What follows belongs to an exercise in optimizing a design on an open flow for small area, a short achievable clock period and few clock cycles; a production flow would make more cautious choices.
Only simulation tests tie the RTL to the original design; equivalence was not proved.
Power and IR drop assume default switching activity.

**design/flow/standard.sh**
```bash
#!/bin/bash
# synth_recipe.tcl (not shown) runs the flow's synth.tcl, then flattens the netlist and writes it again
# the make line also repeats each setting of config.mk as NAME=value (left out here)
make -C /OpenROAD-flow-scripts/flow DESIGN_CONFIG=/design/flow/config.mk WORK_HOME=/design/flow/orfs CLKGATE_MAP_FILE= SYNTH_SCRIPT=/design/flow/synth_recipe.tcl "${@:-finish}"
```
**design/flow/config.mk**
```make
export PLATFORM = sky130hd
export DESIGN_NAME = elc3_core
export DESIGN_NICKNAME = elc3_core
export VERILOG_FILES = /design/flow/design.v
export SDC_FILE = /design/flow/constraint.sdc
export NUM_CORES = 4
export LEC_CHECK = 0
export ABC_AREA = 1
export CAP_MARGIN = 20
export CORE_MARGIN = 2
export CORE_UTILIZATION = 55
export CTS_CLUSTER_DIAMETER = 80
export CTS_CLUSTER_SIZE = 24
export PLACE_DENSITY = 0.72
export SLEW_MARGIN = 20
export TNS_END_PERCENT = 100
```
**design/flow/constraint.sdc**
```tcl
create_clock -name core_clock -period 10.0 [get_ports {clk}]
set_input_delay 2.0000 -clock core_clock [delete_from_list [all_inputs] [get_ports {clk}]]
set_output_delay 2.0000 -clock core_clock [all_outputs]
set_load 0.01 [all_outputs]
```
**design/flow/flow/run.sh**
```bash
#!/bin/bash
set -euo pipefail
export SETUP_SLACK_MARGIN=5.6
export BUFFER_PORTS_ARGS="-buffer_cell sky130_fd_sc_hd__buf_2"
bash standard.sh > standard.log 2>&1
```
**design/flow/design.v**
```verilog
module Register #(N = 16)
(
    input   logic           Clk, Reset,
    input   logic           Load,
    input   logic   [N-1:0] In,
    output  logic   [N-1:0] Out
);
    logic   [N-1:0] Next;
    always_ff @(posedge Clk) begin
        Out <= Next;
    end
    always_comb begin
        Next = Out;
        if (Reset)
            Next = {N{1'b0}};
        else if (Load)
            Next = In;
    end
endmodule
module RShiftRegister #(N = 16)
(
    input   logic           Clk, Reset,
    input   logic           Load,
    input   logic           ShiftEnable,
    input   logic           ShiftIn,
    input   logic   [N-1:0] In,
    output  logic           ShiftOut,
    output  logic   [N-1:0] Out
);
    logic   [N-1:0] Next;
    always_ff @(posedge Clk) begin
        Out <= Next;
    end
    always_comb begin
        Next = Out;
        if (Reset)
            Next = {N{1'b0}};
        else if (Load)
            Next = In;
        else if (ShiftEnable)
            Next = { ShiftIn, Out[N-1:1] };
    end
    assign ShiftOut = Out[0];
endmodule
module Mux_2to1 #(N = 16)
(
    input   logic           Select,
    input   logic   [N-1:0] In0, In1,
    output  logic   [N-1:0] Out
);
    always_comb begin
        case (Select)
            1'b0:   Out = In0;
            1'b1:   Out = In1;
        endcase
    end
endmodule
module Mux_4to1 #(N = 16)
(
    input   logic   [1:0]   Select,
    input   logic   [N-1:0] In0, In1, In2, In3,
    output  logic   [N-1:0] Out
);
    always_comb begin
        case (Select)
            2'b00:  Out = In0;
            2'b01:  Out = In1;
            2'b10:  Out = In2;
            2'b11:  Out = In3;
        endcase
    end
endmodule
module Mux_8to1 #(N = 16)
(
    input   logic   [2:0]   Select,
    input   logic   [N-1:0] In0, In1, In2, In3, In4, In5, In6, In7,
    output  logic   [N-1:0] Out
);
    always_comb begin
        case (Select)
            3'b000: Out = In0;
            3'b001: Out = In1;
            3'b010: Out = In2;
            3'b011: Out = In3;
            3'b100: Out = In4;
            3'b101: Out = In5;
            3'b110: Out = In6;
            3'b111: Out = In7;
        endcase
    end
endmodule
module DeMux_1to8 #(N = 16)
(
    input   logic   [2:0]   Select,
    input   logic   [N-1:0] In,
    output  logic   [N-1:0] Out0, Out1, Out2, Out3, Out4, Out5, Out6, Out7
);
    always_comb begin
        Out0 = {N{1'b0}};
        Out1 = {N{1'b0}};
        Out2 = {N{1'b0}};
        Out3 = {N{1'b0}};
        Out4 = {N{1'b0}};
        Out5 = {N{1'b0}};
        Out6 = {N{1'b0}};
        Out7 = {N{1'b0}};
        case (Select)
            3'b000: Out0 = In;
            3'b001: Out1 = In;
            3'b010: Out2 = In;
            3'b011: Out3 = In;
            3'b100: Out4 = In;
            3'b101: Out5 = In;
            3'b110: Out6 = In;
            3'b111: Out7 = In;
        endcase
    end
endmodule
module MuxOneHot_5to1 #(N = 16)
(
    input   logic   [4:0]   Select,
    input   logic   [N-1:0] In0, In1, In2, In3, In4,
    output  logic   [N-1:0] Out
);
    always_comb begin
        unique case (Select)
            5'b00001:   Out = In0;
            5'b00010:   Out = In1;
            5'b00100:   Out = In2;
            5'b01000:   Out = In3;
            5'b10000:   Out = In4;
            default:    Out = {N{1'b0}};
        endcase
    end
endmodule
module ALU
(
    input   logic   [1:0]   Fn,
    input   logic   [15:0]  A, B,
    output  logic   [15:0]  Out
);
    always_comb begin
        case (Fn)
            2'b00:  Out = A + B;     
            2'b01:  Out = A & B;     
            2'b10:  Out = ~A;        
            2'b11:  Out = A;         
        endcase
    end
endmodule
module RegisterFile
(
    input   logic           Clk, Reset,
    input   logic           LD_REG,              
    input   logic   [2:0]   DR, SR1, SR2,        
    input   logic   [15:0]  In,                  
    output  logic   [15:0]  SR1_Out, SR2_Out     
);
    logic           R0_Ld,  R1_Ld,  R2_Ld,  R3_Ld,  R4_Ld,  R5_Ld,  R6_Ld,  R7_Ld;
    logic   [15:0]  R0_In,  R1_In,  R2_In,  R3_In,  R4_In,  R5_In,  R6_In,  R7_In;
    logic   [15:0]  R0_Out, R1_Out, R2_Out, R3_Out, R4_Out, R5_Out, R6_Out, R7_Out;
    Register        _R0(.Clk(Clk), .Reset(Reset), .In(R0_In), .Out(R0_Out), .Load(R0_Ld));
    Register        _R1(.Clk(Clk), .Reset(Reset), .In(R1_In), .Out(R1_Out), .Load(R1_Ld));
    Register        _R2(.Clk(Clk), .Reset(Reset), .In(R2_In), .Out(R2_Out), .Load(R2_Ld));
    Register        _R3(.Clk(Clk), .Reset(Reset), .In(R3_In), .Out(R3_Out), .Load(R3_Ld));
    Register        _R4(.Clk(Clk), .Reset(Reset), .In(R4_In), .Out(R4_Out), .Load(R4_Ld));
    Register        _R5(.Clk(Clk), .Reset(Reset), .In(R5_In), .Out(R5_Out), .Load(R5_Ld));
    Register        _R6(.Clk(Clk), .Reset(Reset), .In(R6_In), .Out(R6_Out), .Load(R6_Ld));
    Register        _R7(.Clk(Clk), .Reset(Reset), .In(R7_In), .Out(R7_Out), .Load(R7_Ld));
    DeMux_1to8      _DRSelect
    (
        .In(In),
        .Out0(R0_In),
        .Out1(R1_In),
        .Out2(R2_In),
        .Out3(R3_In),
        .Out4(R4_In),
        .Out5(R5_In),
        .Out6(R6_In),
        .Out7(R7_In),
        .Select(DR)
    );
    DeMux_1to8 #(1) _LDSelect
    (
        .In(LD_REG),
        .Out0(R0_Ld),
        .Out1(R1_Ld),
        .Out2(R2_Ld),
        .Out3(R3_Ld),
        .Out4(R4_Ld),
        .Out5(R5_Ld),
        .Out6(R6_Ld),
        .Out7(R7_Ld),
        .Select(DR)
    );
    Mux_8to1        _SR1_OutMux
    (
        .In0(R0_Out),
        .In1(R1_Out),
        .In2(R2_Out),
        .In3(R3_Out),
        .In4(R4_Out),
        .In5(R5_Out),
        .In6(R6_Out),
        .In7(R7_Out),
        .Out(SR1_Out),
        .Select(SR1)
    );
    Mux_8to1        _SR2_OutMux
    (
        .In0(R0_Out),
        .In1(R1_Out),
        .In2(R2_Out),
        .In3(R3_Out),
        .In4(R4_Out),
        .In5(R5_Out),
        .In6(R6_Out),
        .In7(R7_Out),
        .Out(SR2_Out),
        .Select(SR2)
    );
endmodule
module Multiplier
(
    input   logic           Clk, Reset,
    input   logic           Run,
    input   logic   [7:0]   A, B,
    output  logic           Ready,
    output  logic   [15:0]  Out
);
    logic   [8:0]   Sum;             
    logic   [8:0]   MUL;             
    logic   [7:0]   A_Out, B_Out;    
    logic   [8:0]   A_Out_SEXT;      
    logic   [7:0]   AMUX_Out;        
    logic           A0;              
    logic           X;               
    logic           M;               
    logic           LD_A;            
    logic           LD_B;            
    logic           LD_MUL;          
    logic           LD_X;            
    logic           CLR_A;           
    logic           SH;              
    logic           AMUX;            
    logic           ADDMUX;          
    assign LD_X = M & LD_A;          
    assign AMUX = M;                 
    assign Out = { A_Out, B_Out };   
    RShiftRegister #(8) _A
    (
        .Clk(Clk),
        .Reset(Reset | CLR_A),   
        .In(AMUX_Out),
        .Out(A_Out),
        .Load(LD_A),             
        .ShiftIn(X),
        .ShiftOut(A0),
        .ShiftEnable(SH)
    );
    RShiftRegister #(8) _B
    (
        .Clk(Clk),
        .Reset(Reset),
        .In(B),
        .Out(B_Out),
        .Load(LD_B),             
        .ShiftIn(A0),
        .ShiftOut(M),
        .ShiftEnable(SH)
    );
    Register #(9)       _MUL
    (
        .Clk(Clk),
        .Reset(Reset),
        .In({ {1{A[7]}}, A }),    
        .Out(MUL),
        .Load(LD_MUL)
    );
    Register #(1)       _X
    (
        .Clk(Clk),
        .Reset(Reset | CLR_A),   
        .In(Sum[8]),
        .Out(X),
        .Load(LD_X)
    );
    Mux_2to1 #(8)       _AMUX
    (
        .In0(A_Out),
        .In1(Sum[7:0]),
        .Out(AMUX_Out),
        .Select(AMUX)
    );
    assign A_Out_SEXT = { {1{A_Out[7]}}, A_Out };    
    Mux_2to1 #(9)       _ADDMUX
    (
        .In0(A_Out_SEXT + MUL),  
        .In1(A_Out_SEXT - MUL),  
        .Out(Sum),
        .Select(ADDMUX)
    );
    logic   [3:0]   Counter, Counter_Next;
    logic           Done;
    enum logic [1:0]
    {
        Wait,
        Load,
        Multiply,
        Halt
    } State, Next_State;
    always_ff @(posedge Clk) begin
        if (Reset) begin
            Counter <= 4'h0;
            State <= Wait;
        end
        else begin
            Counter <= Counter_Next;
            State <= Next_State;
        end
    end
    always_comb begin
        Next_State = State;
        case (State)
            Wait:       Next_State = (Run) ? Load : Wait;
            Load:       Next_State = Multiply;
            Multiply:   Next_State = (Done) ? Halt : Multiply;
            Halt:       Next_State = Wait;
        endcase
    end
    always_comb begin
        CLR_A = 1'b0;
        LD_A = 1'b0;
        LD_B = 1'b0;
        LD_MUL = 1'b0;
        ADDMUX = 1'b0;
        SH = 1'b0;
        Ready = 1'b0;
        Done = 1'b0;
        Counter_Next = Counter;
        case (State)
            Wait: begin
            end
            Load: begin
                CLR_A = 1'b1;
                LD_B = 1'b1;
                LD_MUL = 1'b1;
                Counter_Next = 4'h0;
            end
            Multiply: begin
                if (Counter == 4'hE) begin
                    ADDMUX = 1'b1;
                end
                if (Counter == 4'hF) begin
                    Done = 1'b1;
                    SH = 1'b1;
                end
                else begin
                    Counter_Next = Counter + 4'h1;
                    if (Counter % 2 == 0)
                        LD_A = 1'b1;
                    else
                        SH = 1'b1;
                end
            end
            Halt: begin
                Ready = 1'b1;
            end
        endcase
    end
endmodule
module Datapath
(
    input   logic           Clk, Reset,
    input   logic   [15:0]  In,                                                   
    input   logic           LD_MAR, LD_MDR, LD_IR, LD_BEN, LD_REG, LD_CC, LD_PC,  
    input   logic           GatePC, GateMDR, GateMUL, GateALU, GateMARMUX,        
    input   logic           ADDR1MUX,                                             
    input   logic   [1:0]   ADDR2MUX, PCMUX, DRMUX, SR1MUX,                       
    input   logic           SR2MUX, MARMUX,                                       
    input   logic   [1:0]   ALUK,                                                 
    input   logic           MIO_EN,                                               
    input   logic           MUL_EN,                                               
    output  logic   [15:0]  Out,                                                  
    output  logic   [15:0]  Address,                                              
    output  logic           MUL_R,                                                
    output  logic           BEN,                                                  
    output  logic           IR_5,                                                 
	output  logic           IR_11,												  
    output  logic   [3:0]   IR_15_12,                                             
    output  logic   [15:0]  PC, IR,  
    input   logic   [15:0]  PC_In    
);
    logic   [15:0]  Bus;                                 
    logic   [3:0]   Gate;                                
    logic   [15:0]  MAR, MDR ;                    
    logic   [2:0]   SR1MUX_Out, DRMUX_Out;               
    logic   [15:0]  SR2MUX_Out;                          
    logic   [15:0]  MARMUX_Out, MDRMUX_Out, PCMUX_Out;   
    logic   [15:0]  ADDR1MUX_Out, ADDR2MUX_Out;          
    logic   [15:0]  ALU;                                 
    logic   [15:0]  MUL;                                 
    logic   [15:0]  SR1, SR2;                            
    logic           BEN_In;                              
    logic           N, Z, P;                             
    logic           N_In, Z_In, P_In;                    
    assign IR_5     = IR[5];
	assign IR_11	= IR[11];
    assign IR_15_12 = IR[15:12];
    assign Out      = MDR;                               
    assign Address  = MAR;                               
    assign N_In = Bus[15];
    assign Z_In = (Bus == 16'h0000) ? 1'b1 : 1'b0;
    assign P_In = ~N_In & ~Z_In;
    assign BEN_In = (IR[11] & N) | (IR[10] & Z) | (IR[9] & P);
    Register        _MAR
    (
        .Clk(Clk),
        .Reset(Reset),
        .In(Bus),
        .Out(MAR),
        .Load(LD_MAR)
    );
    Register        _MDR
    (
        .Clk(Clk),
        .Reset(Reset),
        .In(MDRMUX_Out),
        .Out(MDR),
        .Load(LD_MDR)
    );
    Register        _IR
    (
        .Clk(Clk),
        .Reset(Reset),
        .In(Bus),
        .Out(IR),
        .Load(LD_IR)
    );
    Register        _PC
    (
        .Clk(Clk),
        .Reset(Reset),
        .In(PCMUX_Out),
        .Out(PC),
        .Load(LD_PC)
    );
    Register #(1)   _BEN
    (
        .Clk(Clk),
        .Reset(Reset),
        .In(BEN_In),
        .Out(BEN),
        .Load(LD_BEN)
    );
    Register #(1)   _N
    (
        .Clk(Clk),
        .Reset(Reset),
        .In(N_In),
        .Out(N),
        .Load(LD_CC)
    );
    Register #(1)   _Z
    (
        .Clk(Clk),
        .Reset(Reset),
        .In(Z_In),
        .Out(Z),
        .Load(LD_CC)
    );
    Register #(1)   _P
    (
        .Clk(Clk),
        .Reset(Reset),
        .In(P_In),
        .Out(P),
        .Load(LD_CC)
    );
    RegisterFile    _GenPurposeRegs
    (
        .Clk(Clk),
        .Reset(Reset),
        .In(Bus),
        .LD_REG(LD_REG),
        .DR(DRMUX_Out),
        .SR1(SR1MUX_Out),
        .SR2(IR[2:0]),
        .SR1_Out(SR1),
        .SR2_Out(SR2)
    );
    ALU             _ALU
    (
        .A(SR1),
        .B(SR2MUX_Out),
        .Fn(ALUK),
        .Out(ALU)
    );
    Multiplier      _MUL
    (
        .Clk(Clk),
        .Reset(Reset),
        .A(SR1[7:0]),
        .B(SR2MUX_Out[7:0]),
        .Out(MUL),
        .Run(MUL_EN),
        .Ready(MUL_R)
    );
    Mux_4to1 #(3)   _DRMUX
    (
        .In0(IR[11:9]),
        .In1(3'b111),
        .In2(3'b110),
        .In3(3'b000),    
        .Out(DRMUX_Out),
        .Select(DRMUX)
    );
    Mux_4to1 #(3)   _SR1MUX
    (
        .In0(IR[11:9]),
        .In1(IR[8:6]),
        .In2(3'b110),
        .In3(3'b000),    
        .Out(SR1MUX_Out),
        .Select(SR1MUX)
    );
    Mux_2to1        _SR2MUX
    (
        .In0(SR2),
        .In1({ {11{IR[4]}}, IR[4:0] }),  
        .Out(SR2MUX_Out),
        .Select(SR2MUX)
    );
    Mux_4to1        _PCMUX
    (
        .In0(PC + 16'd1),
        .In1(Bus),
        .In2(ADDR1MUX_Out + ADDR2MUX_Out),
        .In3(PC_In),      
        .Out(PCMUX_Out),
        .Select(PCMUX)
    );
    Mux_2to1        _ADDR1MUX
    (
        .In0(PC),
        .In1(SR1),
        .Out(ADDR1MUX_Out),
        .Select(ADDR1MUX)
    );
    Mux_4to1        _ADDR2MUX
    (
        .In0(16'h0000),
        .In1({ {10{IR[ 5]}}, IR[ 5:0] }),    
        .In2({ { 7{IR[ 8]}}, IR[ 8:0] }),    
        .In3({ { 5{IR[10]}}, IR[10:0] }),    
        .Out(ADDR2MUX_Out),
        .Select(ADDR2MUX)
    );
    Mux_2to1        _MARMUX
    (
        .In0({ {8{1'b0}}, IR[7:0] }),        
        .In1(ADDR1MUX_Out + ADDR2MUX_Out),
        .Out(MARMUX_Out),
        .Select(MARMUX)
    );
    Mux_2to1        _MDRMUX
    (
        .In0(Bus),
        .In1(In),
        .Out(MDRMUX_Out),
        .Select(MIO_EN)
    );
    MuxOneHot_5to1  _GateMux
    (
        .In0(MARMUX_Out),
        .In1(ALU),
        .In2(MUL),
        .In3(MDR),
        .In4(PC),
        .Out(Bus),
        .Select({ GatePC, GateMDR, GateMUL, GateALU, GateMARMUX })
    );
endmodule
module ControlUnit
(
    input   logic           Clk, Reset,
    input   logic           Run, Continue, Step,
    input   logic           DoHalt,
    input   logic           MUL_R,
    input   logic           BEN,
    input   logic           IR_5,
    input   logic           IR_11,
    input   logic   [3:0]   IR_15_12,
    output  logic           LD_MAR, LD_MDR, LD_IR, LD_BEN, LD_REG, LD_CC, LD_PC,
    output  logic           GatePC, GateMDR, GateMUL, GateALU, GateMARMUX,
    output  logic           ADDR1MUX,
    output  logic   [1:0]   ADDR2MUX, PCMUX, DRMUX, SR1MUX,
    output  logic           SR2MUX, MARMUX,
    output  logic   [1:0]   ALUK,
    output  logic           MIO_EN, R_W,
    output  logic           MUL_EN,
    output  logic           Halted, Paused, InvalidOp,   
    output  logic   [3:0]   Opcode   
);
    assign Opcode = IR_15_12;
    assign SR2MUX = IR_5;
    enum logic [7:0]
    {
        State_00        = 8'd0,
        State_01        = 8'd1,
        State_02        = 8'd2,
        State_03        = 8'd3,
        State_04        = 8'd4,
        State_05        = 8'd5,
        State_06        = 8'd6,
        State_07        = 8'd7,
        State_09        = 8'd9,
        State_10        = 8'd10,
        State_11        = 8'd11,
        State_12        = 8'd12,
        State_13        = 8'd013,
        State_13_nR     = 8'd113,
        State_13_R      = 8'd213,
        State_14        = 8'd14,
        State_15        = 8'd15,
        State_16_nR1    = 8'd016,    
        State_16_nR2    = 8'd116,
        State_16_R      = 8'd216,    
        State_18        = 8'd18,
        State_20        = 8'd20,
        State_21        = 8'd21,
        State_22        = 8'd22,
        State_23        = 8'd23,
        State_24_nR1    = 8'd024,
        State_24_nR2    = 8'd124,
        State_24_R      = 8'd224,
        State_25_nR1    = 8'd025,
        State_25_nR2    = 8'd125,
        State_25_R      = 8'd225,
        State_26        = 8'd26,
        State_27        = 8'd27,
        State_28_nR1    = 8'd028,
        State_28_nR2    = 8'd128,
        State_28_R      = 8'd228,
        State_29_nR1    = 8'd029,
        State_29_nR2    = 8'd129,
        State_29_R      = 8'd229,
        State_30        = 8'd30,
        State_31        = 8'd31,
        State_32        = 8'd32,
        State_33_nR1    = 8'd033,
        State_33_nR2    = 8'd133,
        State_33_R      = 8'd233,
        State_35        = 8'd35,
        INVALID         = 8'd253,
        START           = 8'd254,
        HALT            = 8'd255
    } State, Next_State;
    always_ff @(posedge Clk) begin
        if (Reset || DoHalt)
            State <= HALT;
        else
            State <= Next_State;
    end
    always_comb begin
        Next_State = State;      
        case (State)
            State_18:       Next_State = State_33_nR1;
            State_33_nR1:   Next_State = State_33_nR2;
            State_33_nR2:   Next_State = State_33_R;
            State_33_R:     Next_State = State_35;
            State_35: begin
                if (Step && ~Continue)
                    Next_State = State_35;
                else
                    Next_State = State_32;
            end
            State_32: begin
                if (Step && Continue)
                    Next_State = State_32;
                else begin
                    case (Opcode)
                        4'b0000:    Next_State = State_00;       
                        4'b0001:    Next_State = State_01;       
                        4'b0010:    Next_State = State_02;       
                        4'b0011:    Next_State = State_03;       
                        4'b0100:    Next_State = State_04;       
                        4'b0101:    Next_State = State_05;       
                        4'b0110:    Next_State = State_06;       
                        4'b0111:    Next_State = State_07;       
                        4'b1001:    Next_State = State_09;       
                        4'b1010:    Next_State = State_10;       
                        4'b1011:    Next_State = State_11;       
                        4'b1100:    Next_State = State_12;       
                        4'b1101:    Next_State = State_13;       
                        4'b1110:    Next_State = State_14;       
                        4'b1111:    Next_State = State_15;       
                        default:    Next_State = INVALID;        
                    endcase
                end
            end
            State_00:       Next_State = (BEN) ? State_22 : State_18;    
            State_22:       Next_State = State_18;
            State_01:       Next_State = State_18;
            State_02:       Next_State = State_25_nR1;
            State_03:       Next_State = State_23;
            State_04:       Next_State = (IR_11) ? State_21 : State_20;  
            State_20:       Next_State = State_18;
            State_21:       Next_State = State_18;
            State_05:       Next_State = State_18;
            State_06:       Next_State = State_25_nR1;
            State_07:       Next_State = State_23;
            State_09:       Next_State = State_18;
            State_10:       Next_State = State_24_nR1;
            State_24_nR1:   Next_State = State_24_nR2;
            State_24_nR2:   Next_State = State_24_R;
            State_24_R:     Next_State = State_26;
            State_26:       Next_State = State_25_nR1;
            State_11:       Next_State = State_29_nR1;
            State_29_nR1:   Next_State = State_29_nR2;
            State_29_nR2:   Next_State = State_29_R;
            State_29_R:     Next_State = State_31;
            State_31:       Next_State = State_23;
            State_12:       Next_State = State_18;
            State_13:       Next_State = State_13_nR;
            State_13_nR:    Next_State = (MUL_R) ? State_13_R : State_13_nR;
            State_13_R:     Next_State = State_18;
            State_14:       Next_State = State_18;
            State_15:       Next_State = State_28_nR1;
            State_28_nR1:   Next_State = State_28_nR2;
            State_28_nR2:   Next_State = State_28_R;
            State_28_R:     Next_State = State_30;
            State_30:       Next_State = State_18;
            State_23:       Next_State = State_16_nR1;
            State_16_nR1:   Next_State = State_16_nR2;
            State_16_nR2:   Next_State = State_16_R;
            State_16_R:     Next_State = State_18;
            State_25_nR1:   Next_State = State_25_nR2;
            State_25_nR2:   Next_State = State_25_R;
            State_25_R:     Next_State = State_27;
            State_27:       Next_State = State_18;
            INVALID: begin
                if (Continue)
                    Next_State = HALT;
                else
                    Next_State = INVALID;
            end
            START: begin
                if (~Run)
                    Next_State = State_18;
                else
                    Next_State = START;
            end
            HALT: begin
                if (Run)
                    Next_State = START;
                else
                    Next_State = HALT;
            end
        endcase
    end
    always_comb begin
        LD_MAR      = 1'b0;
        LD_MDR      = 1'b0;
        LD_IR       = 1'b0;
        LD_BEN      = 1'b0;
        LD_REG      = 1'b0;
        LD_CC       = 1'b0;
        LD_PC       = 1'b0;
        GatePC      = 1'b0;
        GateMDR     = 1'b0;
        GateMUL     = 1'b0;
        GateALU     = 1'b0;
        GateMARMUX  = 1'b0;
        ADDR1MUX    = 1'b0;
        ADDR2MUX    = 2'b00;
        PCMUX       = 2'b00;
        DRMUX       = 2'b00;
        SR1MUX      = 2'b00;
        MARMUX      = 1'b0;
        ALUK        = 2'b00;
        MIO_EN      = 1'b0;
        R_W         = 1'b0;
        MUL_EN      = 1'b0;
        Halted      = 1'b0;
        Paused      = 1'b0;
        InvalidOp   = 1'b0;
        case (State)
            State_18: begin 
                GatePC = 1'b1;       
                LD_MAR = 1'b1;       
                PCMUX = 2'b00;       
                LD_PC = 1'b1;        
            end
            State_33_nR1:
                MIO_EN = 1'b1;       
            State_33_nR2:
                MIO_EN = 1'b1;       
            State_33_R: begin 
                MIO_EN = 1'b1;       
                LD_MDR = 1'b1;       
            end
            State_35: begin 
                GateMDR = 1'b1;      
                LD_IR = 1'b1;        
                Paused = 1'b1;
            end
            State_32:
                LD_BEN = 1'b1;       
            State_00: begin
            end
            State_22: begin
                ADDR1MUX = 1'b0;
                ADDR2MUX = 2'b10;
                PCMUX = 2'b10;
                LD_PC = 1'b1;
            end
            State_01: begin
                DRMUX = 2'b00;
                SR1MUX = 2'b01;
                ALUK = 2'b00;
                GateALU = 1'b1;
                LD_REG = 1'b1;
                LD_CC = 1'b1;
            end
            State_02: begin
                ADDR1MUX = 1'b0;
                ADDR2MUX = 2'b10;
                MARMUX = 1'b1;
                GateMARMUX = 1'b1;
                LD_MAR = 1'b1;
            end
            State_03: begin
                ADDR1MUX = 1'b0;
                ADDR2MUX = 2'b10;
                MARMUX = 1'b1;
                GateMARMUX = 1'b1;
                LD_MAR = 1'b1;
            end
            State_04: begin
                DRMUX = 2'b01;
                GatePC = 1'b1;
                LD_REG = 1'b1;
            end
            State_20: begin
                SR1MUX = 2'b01;
                ADDR1MUX = 1'b1;
                ADDR2MUX = 2'b00;
                PCMUX = 2'b10;
                LD_PC = 1'b1;
            end
            State_21: begin
                PCMUX = 2'b10;
                ADDR1MUX = 1'b0;
                ADDR2MUX = 2'b11;
                LD_PC = 1'b1;
            end
            State_05: begin
                DRMUX = 2'b00;
                SR1MUX = 2'b01;
                ALUK = 2'b01;
                GateALU = 1'b1;
                LD_REG = 1'b1;
                LD_CC = 1'b1;
            end
            State_06: begin
                SR1MUX = 2'b01;
                ADDR1MUX = 1'b1;
                ADDR2MUX = 2'b01;
                MARMUX = 1'b1;
                GateMARMUX = 1'b1;
                LD_MAR = 1'b1;
            end
            State_07: begin
                SR1MUX = 2'b01;
                ADDR1MUX = 1'b1;
                ADDR2MUX = 2'b01;
                MARMUX = 1'b1;
                GateMARMUX = 1'b1;
                LD_MAR = 1'b1;
            end
            State_09: begin
                DRMUX = 2'b00;
                SR1MUX = 2'b01;
                ALUK = 2'b10;
                GateALU = 1'b1;
                LD_REG = 1'b1;
                LD_CC = 1'b1;
            end
            State_10: begin
                ADDR1MUX = 1'b0;
                ADDR2MUX = 2'b10;
                MARMUX = 1'b1;
                GateMARMUX = 1'b1;
                LD_MAR = 1'b1;
            end
            State_24_nR1: begin
                MIO_EN = 1'b1;
            end
            State_24_nR2: begin
                MIO_EN = 1'b1;
            end
            State_24_R: begin
                MIO_EN = 1'b1;
                LD_MDR = 1'b1;
            end
            State_26: begin
                GateMDR = 1'b1;
                LD_MAR = 1'b1;
            end
            State_11: begin
                ADDR1MUX = 1'b0;
                ADDR2MUX = 2'b10;
                MARMUX = 1'b1;
                GateMARMUX = 1'b1;
                LD_MAR = 1'b1;
            end
            State_29_nR1: begin
                MIO_EN = 1'b1;
            end
            State_29_nR2: begin
                MIO_EN = 1'b1;
            end
            State_29_R: begin
                MIO_EN = 1'b1;
                LD_MDR = 1'b1;
            end
            State_31: begin
                LD_MAR = 1'b1;
                GateMDR = 1'b1;
            end
            State_12: begin
                SR1MUX = 2'b01;
                ADDR1MUX = 1'b1;
                ADDR2MUX = 2'b00;
                PCMUX = 2'b10;
                LD_PC = 1'b1;
            end
            State_13: begin
                SR1MUX = 2'b01;
                MUL_EN = 1'b1;
            end
            State_13_nR: begin
                SR1MUX = 2'b01;
            end
            State_13_R: begin
                DRMUX = 2'b00;
                GateMUL = 1'b1;
                LD_REG = 1'b1;
                LD_CC = 1'b1;
            end
            State_14: begin
                DRMUX = 2'b00;
                ADDR1MUX = 1'b0;
                ADDR2MUX = 2'b10;
                MARMUX = 1'b1;
                GateMARMUX = 1'b1;
                LD_REG = 1'b1;
                LD_CC = 1'b1;
            end
            State_15: begin
                MARMUX = 1'b0;
                GateMARMUX = 1'b1;
                LD_MAR = 1'b1;
            end
            State_28_nR1: begin
                MIO_EN = 1'b1;
                DRMUX = 2'b01;
                GatePC = 1'b1;
                LD_REG = 1'b1;
            end
            State_28_nR2: begin
                MIO_EN = 1'b1;
                DRMUX = 2'b01;
                GatePC = 1'b1;
                LD_REG = 1'b1;
            end
            State_28_R: begin
                MIO_EN = 1'b1;
                DRMUX = 2'b01;
                GatePC = 1'b1;
                LD_REG = 1'b1;
                LD_MDR = 1'b1;
            end
            State_30: begin
                GateMDR = 1'b1;
                PCMUX = 2'b01;
                LD_PC = 1'b1;
            end
            State_23: begin
                SR1MUX = 2'b00;
                ALUK = 2'b11;
                GateALU = 1'b1;
                LD_MDR = 1'b1;
            end
            State_16_nR1: begin
                MIO_EN = 1'b1;
                R_W = 1'b1;
            end
            State_16_nR2: begin
                MIO_EN = 1'b1;
                R_W = 1'b1;
            end
            State_16_R: begin
                MIO_EN = 1'b0;
                R_W = 1'b0;
            end
            State_25_nR1: begin
                MIO_EN = 1'b1;
            end
            State_25_nR2: begin
                MIO_EN = 1'b1;
            end
            State_25_R: begin
                MIO_EN = 1'b1;
                LD_MDR = 1'b1;
            end
            State_27: begin
                GateMDR = 1'b1;
                LD_REG = 1'b1;
                LD_CC = 1'b1;
            end
            INVALID:
                InvalidOp = 1'b1;
            HALT: begin
                Halted = 1'b1;
                PCMUX = 2'b11;   
                LD_PC = 1'b1;
                LD_CC = 1'b1;
            end
        endcase
    end
endmodule
module MemoryControlUnit
(
    input   logic           Clk, Reset,
    input   logic           MIO_EN,
    input   logic           R_W,
    input   logic   [15:0]  Address,
    input   logic   [15:0]  Data_FromSRAM,
    input   logic   [15:0]  Data_FromCPU,
    input   logic   [15:0]  Data_FromKeyboard,
    input   logic           Keypress,
    input   logic           DisplayReady,
    output  logic           DisplayWE,
    output  logic           Mem_CE, Mem_OE, Mem_WE,
    output  logic           Mem_LB, Mem_UB,
    output  logic           DoHalt,
    output  logic   [15:0]  Data_ToSRAM,
    output  logic   [15:0]  Data_ToCPU,
    output  logic   [15:0]  Data_ToVideo
);
    logic           LD_KBSR;
    logic           LD_DDR;
    logic           LD_DSR;
    logic           CLR_KBSR;
    logic           CLR_DSR;
    logic   [15:0]  KBDR, KBSR;
    logic   [15:0]  DDR, DSR;
    logic           DisplayWE_Out;
    assign LD_KBSR = Keypress && Data_FromKeyboard != 16'h0000;
    assign LD_DSR = DisplayReady;
    logic   [1:0]   INMUX;
    assign Data_ToSRAM = Data_FromCPU;
    assign Data_ToVideo = DDR;
    assign Mem_CE = 1'b1;
    assign Mem_LB = 1'b1;
    assign Mem_UB = 1'b1;
    always_ff @(posedge Clk) begin
        if (Reset)
            DisplayWE <= 1'b0;
        else
            DisplayWE <= DisplayWE_Out;
    end
    always_comb begin
        CLR_KBSR        = 1'b0;
        CLR_DSR         = 1'b0;
        LD_DDR          = 1'b0;
        INMUX           = 2'b00;
        Mem_OE          = 1'b0;
        Mem_WE          = 1'b0;
        DisplayWE_Out   = 1'b0;
        DoHalt          = 1'b0;
        unique case (Address)
            16'hFE00: begin
                if (MIO_EN) begin
                    INMUX = 2'b01;
                end
            end
            16'hFE02: begin
                if (MIO_EN && !R_W) begin
                    INMUX = 2'b10;
                    CLR_KBSR = 1'b1;
                end
            end
            16'hFE04: begin
                if (MIO_EN && !R_W) begin
                    INMUX = 2'b11;
                end
            end
            16'hFE06: begin
                if (MIO_EN && R_W) begin
                    LD_DDR = 1'b1;
                    CLR_DSR = 1'b1;
                    DisplayWE_Out = 1'b1;
                end
            end
            16'hFFFF: begin
                if (MIO_EN && R_W)
                    DoHalt = 1'b1;
            end
            default : begin
                if (MIO_EN) begin
                    if (R_W)
                        Mem_WE = 1'b1;
                    else begin
                        Mem_OE = 1'b1;
                        INMUX = 2'b00;
                    end
                end
            end
        endcase
    end
    Register        _KBDR
    (
        .Clk(Clk),
        .Reset(Reset),
        .In(Data_FromKeyboard),
        .Out(KBDR),
        .Load(~KBSR[15])
    );
    Register        _KBSR
    (
        .Clk(Clk),
        .Reset(Reset | CLR_KBSR),
        .In(16'h8000),
        .Out(KBSR),
        .Load(LD_KBSR)
    );
    Register        _DDR
    (
        .Clk(Clk),
        .Reset(Reset),
        .In(Data_FromCPU),
        .Out(DDR),
        .Load(LD_DDR)
    );
    Register        _DSR
    (
        .Clk(Clk),
        .Reset(Reset | CLR_DSR),
        .In(16'h8000),
        .Out(DSR),
        .Load(LD_DSR)
    );
    Mux_4to1        _INMUX
    (
        .In0(Data_FromSRAM),
        .In1(KBSR),
        .In2(KBDR),
        .In3(DSR),
        .Out(Data_ToCPU),
        .Select(INMUX)
    );
endmodule
module Synchronizer #(N = 1)
(
    input   logic           Clk,
    input   logic   [N-1:0] In,
    output  logic   [N-1:0] Out
);
    always_ff @(posedge Clk) begin
        Out <= In;
    end
endmodule
module elc3_core
(
    input   logic           clk,
    input   logic           reset,
    input   logic           run,
    input   logic           cont,
    input   logic           step,
    input   logic   [15:0]  start_pc,
    output  logic           halted,
    output  logic           paused,
    output  logic           invalid_op,
    output  logic   [15:0]  pc,
    output  logic   [15:0]  ir,
    output  logic   [15:0]  mem_addr,
    output  logic           mem_oe,
    output  logic           mem_we,
    output  logic   [15:0]  mem_wdata,
    input   logic   [15:0]  mem_rdata,
    input   logic   [7:0]   key_data,
    input   logic           key_valid,
    input   logic           disp_ready,
    output  logic           disp_we,
    output  logic   [7:0]   disp_data
);
    logic s_halt, s_f, s_e, s_p, s_ml, s_ms, s_mi, s_mt, s_inv;
    logic n_halt, n_f, n_e, n_p, n_ml, n_ms, n_mi, n_mt, n_inv;
    logic [15:0] PC, A, IR, WD;
    logic [7:0][15:0] R;
    logic N, Z, P;
    assign P = ~N & ~Z;
    logic [2:0] pdr;         
    logic       pst;         
    logic       oe, we, dwe, haltf;
    logic [1:0] rsel;        
    logic io_hi, io_kbsr, io_kbdr, io_dsr, io_ddr, io_halt, io_any;
    assign io_hi   = A[15:9] == 7'h7F;
    assign io_kbsr = io_hi & A[8:0] == 9'h000;
    assign io_kbdr = io_hi & A[8:0] == 9'h002;
    assign io_dsr  = io_hi & A[8:0] == 9'h004;
    assign io_ddr  = io_hi & A[8:0] == 9'h006;
    assign io_halt = io_hi & A[8:0] == 9'h1FF;
    assign io_any  = io_hi & ((A[8:3] == 6'd0 & ~A[0]) | A[8:0] == 9'h1FF);
    assign oe    = ~s_ms & ~io_any;
    assign we    = s_ms & ~io_any;
    assign dwe   = s_ms & io_ddr;
    assign haltf = io_halt;
    assign rsel  = io_kbdr ? 2'd2 : io_dsr ? 2'd3 : (io_kbsr | io_ddr | io_halt) ? 2'd1 : 2'd0;
    logic       kbsr, dsr;
    assign halted     = s_halt;
    assign paused     = s_p;
    assign invalid_op = s_inv;
    assign pc         = PC;
    assign ir         = IR;
    assign mem_addr   = A;
    assign mem_oe     = oe;
    assign mem_we     = we;
    assign mem_wdata  = WD;
    assign disp_we    = dwe;
    assign disp_data  = WD[7:0];
    logic [15:0] mem_in;
    always_comb begin
        case (rsel)
            2'd0: mem_in = mem_rdata;
            2'd1: mem_in = {kbsr, 15'd0};
            2'd2: mem_in = {8'd0, key_data};
            default: mem_in = {dsr, 15'd0};
        endcase
    end
    logic [3:0] op;
    assign op = IR[15:12];
    logic o_br, o_add, o_ld, o_st, o_jsr, o_and, o_ldr, o_str, o_rti, o_not,
          o_ldi, o_sti, o_jmp, o_mul, o_lea, o_trap;
    assign o_br   = op == 4'd0;
    assign o_add  = op == 4'd1;
    assign o_ld   = op == 4'd2;
    assign o_st   = op == 4'd3;
    assign o_jsr  = op == 4'd4;
    assign o_and  = op == 4'd5;
    assign o_ldr  = op == 4'd6;
    assign o_str  = op == 4'd7;
    assign o_rti  = op == 4'd8;
    assign o_not  = op == 4'd9;
    assign o_ldi  = op == 4'd10;
    assign o_sti  = op == 4'd11;
    assign o_jmp  = op == 4'd12;
    assign o_mul  = op == 4'd13;
    assign o_lea  = op == 4'd14;
    assign o_trap = op == 4'd15;
    logic [2:0]  sr2a;       
    logic [15:0] sr1, sr2, op2;
    assign sr1  = R[IR[8:6]];
    assign sr2  = R[sr2a];
    assign op2  = IR[5] ? {{11{IR[4]}}, IR[4:0]} : sr2;
    logic        pd_base_sr1, pd_sr2;
    logic [15:0] base, offs, immv, sum;
    logic [3:0]  pd_imm;     
    assign immv = ({16{pd_imm[0]}} & {{11{IR[4]}}, IR[4:0]}) |
                  ({16{pd_imm[1]}} & {{10{IR[5]}}, IR[5:0]}) |
                  ({16{pd_imm[2]}} & {{7{IR[8]}}, IR[8:0]}) |
                  ({16{pd_imm[3]}} & {{5{IR[10]}}, IR[10:0]});
    assign offs = pd_sr2 ? sr2 : immv;
    assign base = pd_base_sr1 ? sr1 : PC;
    add16 u_add (.a(base), .b(offs), .s(sum));
    logic [15:0] a_xor_b, a_or_b;
    assign a_xor_b = base ^ offs;
    assign a_or_b  = base | offs;
    logic [1:0]  mcnt;
    logic        mlast;
    logic [2:0]  mdig;
    logic        b_one, b_two, b_neg;
    logic [9:0]  mh, mpp, mhn;
    logic [15:0] prod;
    assign mlast = mcnt == 2'd3;
    always_comb begin
        case (mcnt)
            2'd0: mdig = {op2[1:0], 1'b0};
            2'd1: mdig = op2[3:1];
            2'd2: mdig = op2[5:3];
            default: mdig = op2[7:5];
        endcase
    end
    assign b_one = mdig[1] ^ mdig[0];
    assign b_two = (mdig[2] & ~mdig[1] & ~mdig[0]) | (~mdig[2] & mdig[1] & mdig[0]);
    assign b_neg = mdig[2] & ~(mdig[1] & mdig[0]);
    assign mh    = (mcnt == 2'd0) ? 10'd0 : WD[15:6];
    assign mpp   = ((b_one ? {{2{sr1[7]}}, sr1[7:0]} : 10'd0) |
                    (b_two ? {sr1[7], sr1[7:0], 1'b0} : 10'd0)) ^ {10{b_neg}};
    add10 u_madd (.a(mh), .b(mpp), .cin(b_neg), .s(mhn));
    assign prod  = {mhn, WD[5:0]};
    logic [15:0] eres, andv;
    logic        sel_sum, sel_and, sel_not, sel_mul, sel_pc, sel_ld;
    assign andv    = sr1 & op2;
    assign sel_ld  = s_ml & ~reset;
    assign sel_and = s_e & o_and & ~reset;
    assign sel_not = s_e & o_not & ~reset;
    assign sel_mul = s_e & o_mul & ~reset;
    assign sel_pc  = s_e & (o_jsr | o_trap) & ~reset;
    assign sel_sum = s_e & (o_add | o_lea) & ~reset;
    assign eres = ({16{sel_and}} & andv) | ({16{sel_not}} & ~sr1) |
                  ({16{sel_mul}} & prod) | ({16{sel_pc}} & PC);
    logic z_sum, z_oth;
    assign z_sum = &(~(a_xor_b ^ {a_or_b[14:0], 1'b0}));    
    assign z_oth = ~|(eres | ({16{sel_ld}} & mem_in));
    logic ben;
    assign ben = (IR[11] & N) | (IR[10] & Z) | (IR[9] & P);
    logic e_mem, e_redirect, e_wr, e_cc;
    assign e_mem      = o_ld | o_st | o_ldr | o_str | o_ldi | o_sti;
    assign e_redirect = (o_br & ben) | o_jmp | (o_jsr & (IR[11] | IR[8:6] != 3'd7));
    assign e_wr       = o_add | o_and | o_not | o_mul | o_lea | o_jsr | o_trap;
    assign e_cc       = o_add | o_and | o_not | o_mul | o_lea;
    logic        wr_en, cc_en;
    logic [2:0]  wr_a;
    logic [15:0] wr_d;
    assign wr_en = (s_e & e_wr & (~o_mul | mlast)) | s_ml;
    assign cc_en = (s_e & e_cc & (~o_mul | mlast)) | s_ml;
    assign wr_a  = s_ml ? pdr : ((o_jsr | o_trap) ? 3'd7 : IR[11:9]);
    assign wr_d  = eres | ({16{sel_ld}} & mem_in) | ({16{sel_sum}} & sum);
    logic [15:0] PC1;
    inc16 u_inc (.a(PC), .s(PC1));
    logic [15:0] nA, nPC;
    logic refetch;
    logic a_start, a_pc1, a_sum, a_pc, a_min, a_vect, a_hold;
    assign refetch = A == PC;
    assign a_start = s_halt;
    assign a_pc1   = (s_f & ~run) | s_ml | (s_ms & ~haltf & ~refetch) |
                     (s_e & ~o_rti & ~o_trap & ~e_mem & ~e_redirect & (~o_mul | mlast));
    assign a_sum   = s_e & ~o_rti & ~o_trap & (e_mem | e_redirect);
    assign a_pc    = s_ms & ~haltf & refetch;
    assign a_min   = s_mi | s_mt;
    assign a_vect  = s_e & o_trap;
    assign a_hold  = ~(a_start | a_pc1 | a_sum | a_pc | a_min | a_vect);
    assign nPC = ({16{a_start}} & start_pc) | ({16{a_pc1}} & PC1) |
                 ({16{a_sum & e_redirect}} & sum) | ({16{s_mt}} & mem_in);
    assign nA = ({16{a_start}} & start_pc) | ({16{a_pc1}} & PC1) | ({16{a_sum}} & sum) |
                ({16{a_pc}} & PC) | ({16{a_min}} & mem_in) | ({16{a_vect}} & {8'd0, IR[7:0]}) |
                ({16{a_hold}} & A);
    logic        ld_ir, ld_pc;
    always_comb begin
        n_halt = 1'b0; n_f = 1'b0; n_e = 1'b0; n_p = 1'b0; n_ml = 1'b0;
        n_ms = 1'b0; n_mi = 1'b0; n_mt = 1'b0; n_inv = 1'b0;
        ld_ir = 1'b0;
        ld_pc = 1'b0;
        if (s_halt) begin
            ld_pc = 1'b1;
            if (run) n_f = 1'b1; else n_halt = 1'b1;
        end
        if (s_f) begin
            ld_ir = 1'b1;
            if (run) n_f = 1'b1;
            else begin
                ld_pc = 1'b1;
                if (step) n_p = 1'b1; else n_e = 1'b1;
            end
        end
        if (s_p) begin
            if (cont) n_e = 1'b1; else n_p = 1'b1;
        end
        if (s_e) begin
            if (o_rti) n_inv = 1'b1;
            else if (o_trap) begin
                n_mt = 1'b1;
            end else if (e_mem) begin
                ld_ir = 1'b1;
                if (o_ldi | o_sti) n_mi = 1'b1;
                else if (o_ld | o_ldr) n_ml = 1'b1;
                else n_ms = 1'b1;
            end else if (e_redirect) begin
                ld_pc = 1'b1;
                n_f = 1'b1;
            end else if (o_mul & ~mlast) begin
                n_e = 1'b1;
            end else begin
                ld_pc = 1'b1; ld_ir = 1'b1;
                if (step) n_p = 1'b1; else n_e = 1'b1;
            end
        end
        if (s_ml) begin
            ld_pc = 1'b1;
            if (step) n_p = 1'b1; else n_e = 1'b1;
        end
        if (s_ms) begin
            if (haltf) n_halt = 1'b1;
            else if (refetch) begin
                n_f = 1'b1;      
            end else begin
                ld_pc = 1'b1;
                if (step) n_p = 1'b1; else n_e = 1'b1;
            end
        end
        if (s_mi) begin
            if (pst) n_ms = 1'b1; else n_ml = 1'b1;
        end
        if (s_mt) begin
            ld_pc = 1'b1;
            n_f = 1'b1;
        end
        if (s_inv) begin
            if (cont) n_halt = 1'b1; else n_inv = 1'b1;
        end
    end
    always_ff @(posedge clk) begin
        if (reset) begin
            s_halt <= 1'b1; s_f <= 1'b0; s_e <= 1'b0; s_p <= 1'b0; s_ml <= 1'b0;
            s_ms <= 1'b0; s_mi <= 1'b0; s_mt <= 1'b0; s_inv <= 1'b0;
        end else begin
            s_halt <= n_halt; s_f <= n_f; s_e <= n_e; s_p <= n_p; s_ml <= n_ml;
            s_ms <= n_ms; s_mi <= n_mi; s_mt <= n_mt; s_inv <= n_inv;
        end
        A <= nA;
        if (ld_pc) PC <= nPC;
        if (ld_ir) begin
            IR   <= mem_in;
            sr2a <= (mem_in[13] & mem_in[12]) ? mem_in[11:9] : mem_in[2:0];
            pd_sr2 <= mem_in[15:12] == 4'd1 && !mem_in[5];
            pd_imm[0] <= mem_in[15:12] == 4'd1;
            pd_imm[1] <= mem_in[15:12] == 4'd6 || mem_in[15:12] == 4'd7;
            pd_imm[2] <= mem_in[15:12] != 4'd1 && mem_in[15:12] != 4'd6 &&
                         mem_in[15:12] != 4'd7 && mem_in[15:12] != 4'd4 &&
                         mem_in[15:12] != 4'd12;
            pd_imm[3] <= mem_in[15:12] == 4'd4 && mem_in[11];
            pd_base_sr1 <= mem_in[15:12] == 4'd1 || mem_in[15:12] == 4'd6 ||
                           mem_in[15:12] == 4'd7 || mem_in[15:12] == 4'd12 ||
                           (mem_in[15:12] == 4'd4 && !mem_in[11]);
        end
        if (s_e & e_mem) begin
            pdr <= IR[11:9];
            pst <= o_sti;
        end
        if (s_e & e_mem)
            WD <= sr2;
        else if (s_e & o_mul)
            WD <= {mhn[9], mhn[9], mhn[9:2], mhn[1:0], WD[5:2]};
        mcnt <= (s_e & o_mul) ? mcnt + 2'd1 : 2'd0;
    end
    always_ff @(posedge clk) begin
        if (s_halt) begin
            N <= 1'b0; Z <= 1'b1;
        end else if (cc_en) begin
            N <= wr_d[15];
            Z <= sel_sum ? z_sum : z_oth;
        end
    end
    logic [15:0] wr_d0;
    assign wr_d0 = wr_d;     
    genvar gi;
    generate
        for (gi = 0; gi < 8; gi++) begin : g_r
            always_ff @(posedge clk)
                if (reset | (wr_en & wr_a == gi)) R[gi] <= wr_d0;
        end
    endgenerate
    always_ff @(posedge clk) begin
        if (reset | (s_mi | s_ml | s_mt | s_f | s_e) & rsel == 2'd2)
            kbsr <= 1'b0;
        else if (key_valid && key_data != 8'd0)
            kbsr <= 1'b1;
        if (reset | dwe)
            dsr <= 1'b0;
        else if (disp_ready)
            dsr <= 1'b1;
    end
endmodule
module add16
(
    input   logic   [15:0]  a, b,
    output  logic   [15:0]  s
);
    logic [15:0] g0, p0, g1, p1, g2, p2, g3, p3, g4;
    assign g0 = a & b;
    assign p0 = a ^ b;
    assign g1 = g0 | (p0 & {g0[14:0], 1'b0});
    assign p1 = p0 & {p0[14:0], 1'b0};
    assign g2 = g1 | (p1 & {g1[13:0], 2'b0});
    assign p2 = p1 & {p1[13:0], 2'b0};
    assign g3 = g2 | (p2 & {g2[11:0], 4'b0});
    assign p3 = p2 & {p2[11:0], 4'b0};
    assign g4 = g3 | (p3 & {g3[7:0], 8'b0});
    assign s  = p0 ^ {g4[14:0], 1'b0};
endmodule
module add10
(
    input   logic   [9:0]   a, b,
    input   logic           cin,
    output  logic   [9:0]   s
);
    logic [10:0] g0, p0, g1, p1, g2, p2, g3, p3, g4;
    assign g0 = {a & b, cin};
    assign p0 = {a ^ b, 1'b0};
    assign g1 = g0 | (p0 & {g0[9:0], 1'b0});
    assign p1 = p0 & {p0[9:0], 1'b0};
    assign g2 = g1 | (p1 & {g1[8:0], 2'b0});
    assign p2 = p1 & {p1[8:0], 2'b0};
    assign g3 = g2 | (p2 & {g2[6:0], 4'b0});
    assign p3 = p2 & {p2[6:0], 4'b0};
    assign g4 = g3 | (p3 & {g3[2:0], 8'b0});
    assign s  = p0[10:1] ^ g4[9:0];
endmodule
module inc16
(
    input   logic   [15:0]  a,
    output  logic   [15:0]  s
);
    logic [15:0] c1, c2, c4, c8;
    assign c1 = {a[14:0], 1'b1};
    assign c2 = c1 & {c1[14:0], 1'b1};
    assign c4 = c2 & {c2[13:0], 2'b11};
    assign c8 = c4 & {c4[11:0], 4'hF};
    assign s  = a ^ (c8 & {c8[7:0], 8'hFF});
endmodule
```
==> qor.yml <==
clock_network:
  cts_root_buf: "clkbuf_16"
  hold_buffers: 0
  cts_sinks: 220
  h-tree-depth: 1
  clk_path_buf_depth: 3
  path_clk_slew_ps: 90
  clk_latency_ps: 500
  cts_tree: "done"
  cts_buffers: 14
synthesis:
  yosys.area_share.adder_pct: 3.94
  synthFlopType: "edfxtp_1"
  async_flop_share_pct: 0
  synthXorXnorAreaFrac_pct: 2.43
  synthCells: 1916
  ys_seq_elements: 220
  synth_edf_count: 189
  ys.warnings.count: 1
  synth_mux_area_share_pct: 0
  syn_nets: 2009
  synthSimpleGateAreaFrac_pct: 21.6
  yosysTopAreaCell: "edfxtp_1"
  ys_seq_area_share_pct: 42.5
  synth_compound_area_share_pct: 18.8
  synth_top_family_by_area: "simple AND/OR/NAND/NOR gates"
  netlist.area_leader.share_pct: 38.3
  synth_cell_types: 60
  synth_area_leaders: "edfxtp_1 38%, nand2_1 9.8%, inv_1 7.4%, o21ai_0 5.8%, a21oi_1 5.1%"
  avgSynthCellArea_um2: 7.73
  syn_area_mm2: 0.0148
final_layout:
  layout.nets: 2122
  layout_common_cells: "370 x nand2_1, 283 x inv_1, 189 x edfxtp_1"
  nFillCells: 2370
  multi_input_area_mm2: 0.00722
  area_growth_syn_to_layout_pct: 13.6
  seqCellArea_mm2: 0.00630
  final_common_cell: "nand2_1"
  antenna_cells: 0
  drive_gt1_share_pct: 15.9
  utilization_pct: 62.9
  stdcell_count: 2378
floorplan:
  fp.dieW_um: 168
  rows: 60
  start_util_pct: 55.4
  die_area_mm2: 0.0282
  pin_count: 125
  core_area_mm2: 0.0267
  die_height_um: 168
route:
  routed_via_density: 6.24
  drtIter0Drc: 2176
  antenna_left: 0
  wl_mm: 52.9
  wl_per_cell_um: 22.2
  drt_pass1_iterations: 6
  vias: 14849
  drc_errors: 0
global_routing:
  track_usage_pct: 34.9
  grt-busiest-layer: "met2"
  grt_pass1_wl_mm: 75.3
  antenna_found_initial: 2
  overflow: 0
  met3_usage_pct: 6.93
  use_met1_pct: 49.9
  use_met2_pct: 53.3
  grt_pass1_vias: 12961
  grt_max_degree: 93
sta:
  clock_skew_ps: 24.7
  relSlewSlack_pct: 18.4
  finalHoldViolations: 0
  rsz0062_at_grt: "true"
  fin_crit_sh_pct: 42.7
  setup_viol: 0
  max_freq_mhz: 234
  period_needed_ps: 4270
  fin_tns_setup_ps: 0
  drv_slew: 0
  max_slew.worst_pin.slew_ps: 1210
placement:
  gp_congestion: 1.04
  numPortBuffers: 124
  place_hpwl_mm: 36.6
  placed_cells: 2316
worst_setup_path:
  worstSetupEndpointType: "register"
  rrSetupSlack_ps: 5730
  crit_buf_inv: 5
  slowest_delay_ps: 510
  cp_slowest_cell: "edfxtp_1"
  cp_data_required_time_ps: 10410
  crit_arrival_ps: 4680
  start_kind: "register"
  crit_top_cell: "nand2_1"
  crit_type: "reg2reg"
  cp_top_family: "simple AND/OR/NAND/NOR gates"
  critPathMaxFanout: 18
min_path:
  worstHoldPathType: "reg2reg"
flow_run:
  cap_violations: 0
pwr:
  power_density_mw_per_mm2: 142
  p_leak_uw: 0.00747
  p_total_uw: 2390
  vdd_drop_max_mv: 0.0861
outcome:
  outcome: "complete, no violations"
-- metrics by stage --
step | worst slack (ps) | instance area [um^2] | hold slack [ps]
floorplan | 6180 | 14800 | 433
global placement | 4690 | 15600 | 447
detailed placement | 4590 | 15600 | 463
CTS | 5610 | 16200 | 478
global route | 5510 | 16800 | 488
finish | 5730 | 16800 | 485
-- worst paths after layout --
kind	startpoint	to	cells past startpoint
setup / recovery	sr2a[0]$_DFFE_PP_	Z$_SDFFE_PP1P_	33
hold / removal	mcnt[0]$_SDFF_PN0_	mcnt[0]$_SDFF_PN0_	1
setup reg to reg	sr2a[0]$_DFFE_PP_	Z$_SDFFE_PP1P_	33
hold reg to reg	mcnt[0]$_SDFF_PN0_	mcnt[0]$_SDFF_PN0_	1
-- metal layers --
layer	routed length [um]	vias to the layer above
li1	-	6703
met1	21200	6930
met2	22900	1048
met3	6650	166
met4	2160	2
met5	13	-
-- flip-flops by register name, indices dropped and copies added (netlist names), 2 cells and up --
| name | flops |
|---|---|
| WD | 16 |
| pdr | 3 |
| R | 128 |
| pd_imm | 4 |
| A | 16 |
| IR | 16 |
| mcnt | 2 |
| PC | 16 |
| sr2a | 3 |
-- power breakdown --
| part | internal [uW] | switching (uW) | total (uW) |
|---|---|---|---|
| clock network | 283 | 322 | 605 |
| logic | 222 | 454 | 676 |
| registers | 1050 | 56.5 | 1110 |
-- repair_timing --
item                       in CTS  in global routing
setup endpoints to repair     130                 89
buffers inserted                5                 24
gates resized for setup        34                 87
cloned                          0                  9
pin swaps                       0                 21
-- cell families (layout without fill, tap and decap cells) --
group / count (synthesis) / in the layout
flip-flops: 220 / 220
adder cells (fa/ha/maj): 46 / 46
buffers and inverters: 389 / 510
AO/OA/AOI/OAI: 472 / 472
XOR/XNOR: 41 / 41
AND/OR/NAND/NOR: 748 / 748
-- synthesized netlist by cell type (11+ instances only) --
cell type  instances
o221ai_1          16
buf_2             25
ha_1              45
nor3_1            22
inv_1            291
buf_4             13
nand2_2           12
o21ai_0          172
o21ai_1           11
nand3_1          139
a21oi_1          152
nand2_1          388
o211ai_1          31
xor2_1            31
nor2_1           151
dfxtp_1           31
o22ai_1           17
clkbuf_1          38
edfxtp_1         189
inv_2             11
-- area by class of cell --
class / instances / area share [%]
repair buffers: 180 / 7.19
well taps: 341 / 2.54
flip-flops and latches: 220 / 37.4
inverters: 304 / 7.22
clock buffers: 19 / 2.32
repair inverters: 2 / 0.104
clock inverters: 5 / 0.260
multi-input cells: 1307 / 42.9
Testbench counts, summed over its fixed seeds: cycles 232,092.

==> re-timing with driven ports <==
Ports are ideal in the flow. The routed layout listed here was re-timed in OpenROAD. Step 1 sets driving cells, clkbuf_16 on the clock port and buf_2 on the other inputs (assumed; they add their load-dependent delay and slew). Step 2 adds t to the input delays and takes it off the output delays; t is the mean of the earliest and latest rising clock arrival at the registers after step 1. Input paths then give back, and output paths get back, about the clock's delay inside the block. Three values: no drivers, after step 1, after step 2; two values: the first two.
t, ns: 0.544
slack for setup (ns): 5.729 / 5.729 / 5.255
worst hold slack (ns): 0.485 / 0.485 / 0.485
After both steps setup and hold are still met in this run. For this run, drivers alone change the setup slack by 0.000 ns; drivers and shift together by -0.474 ns.
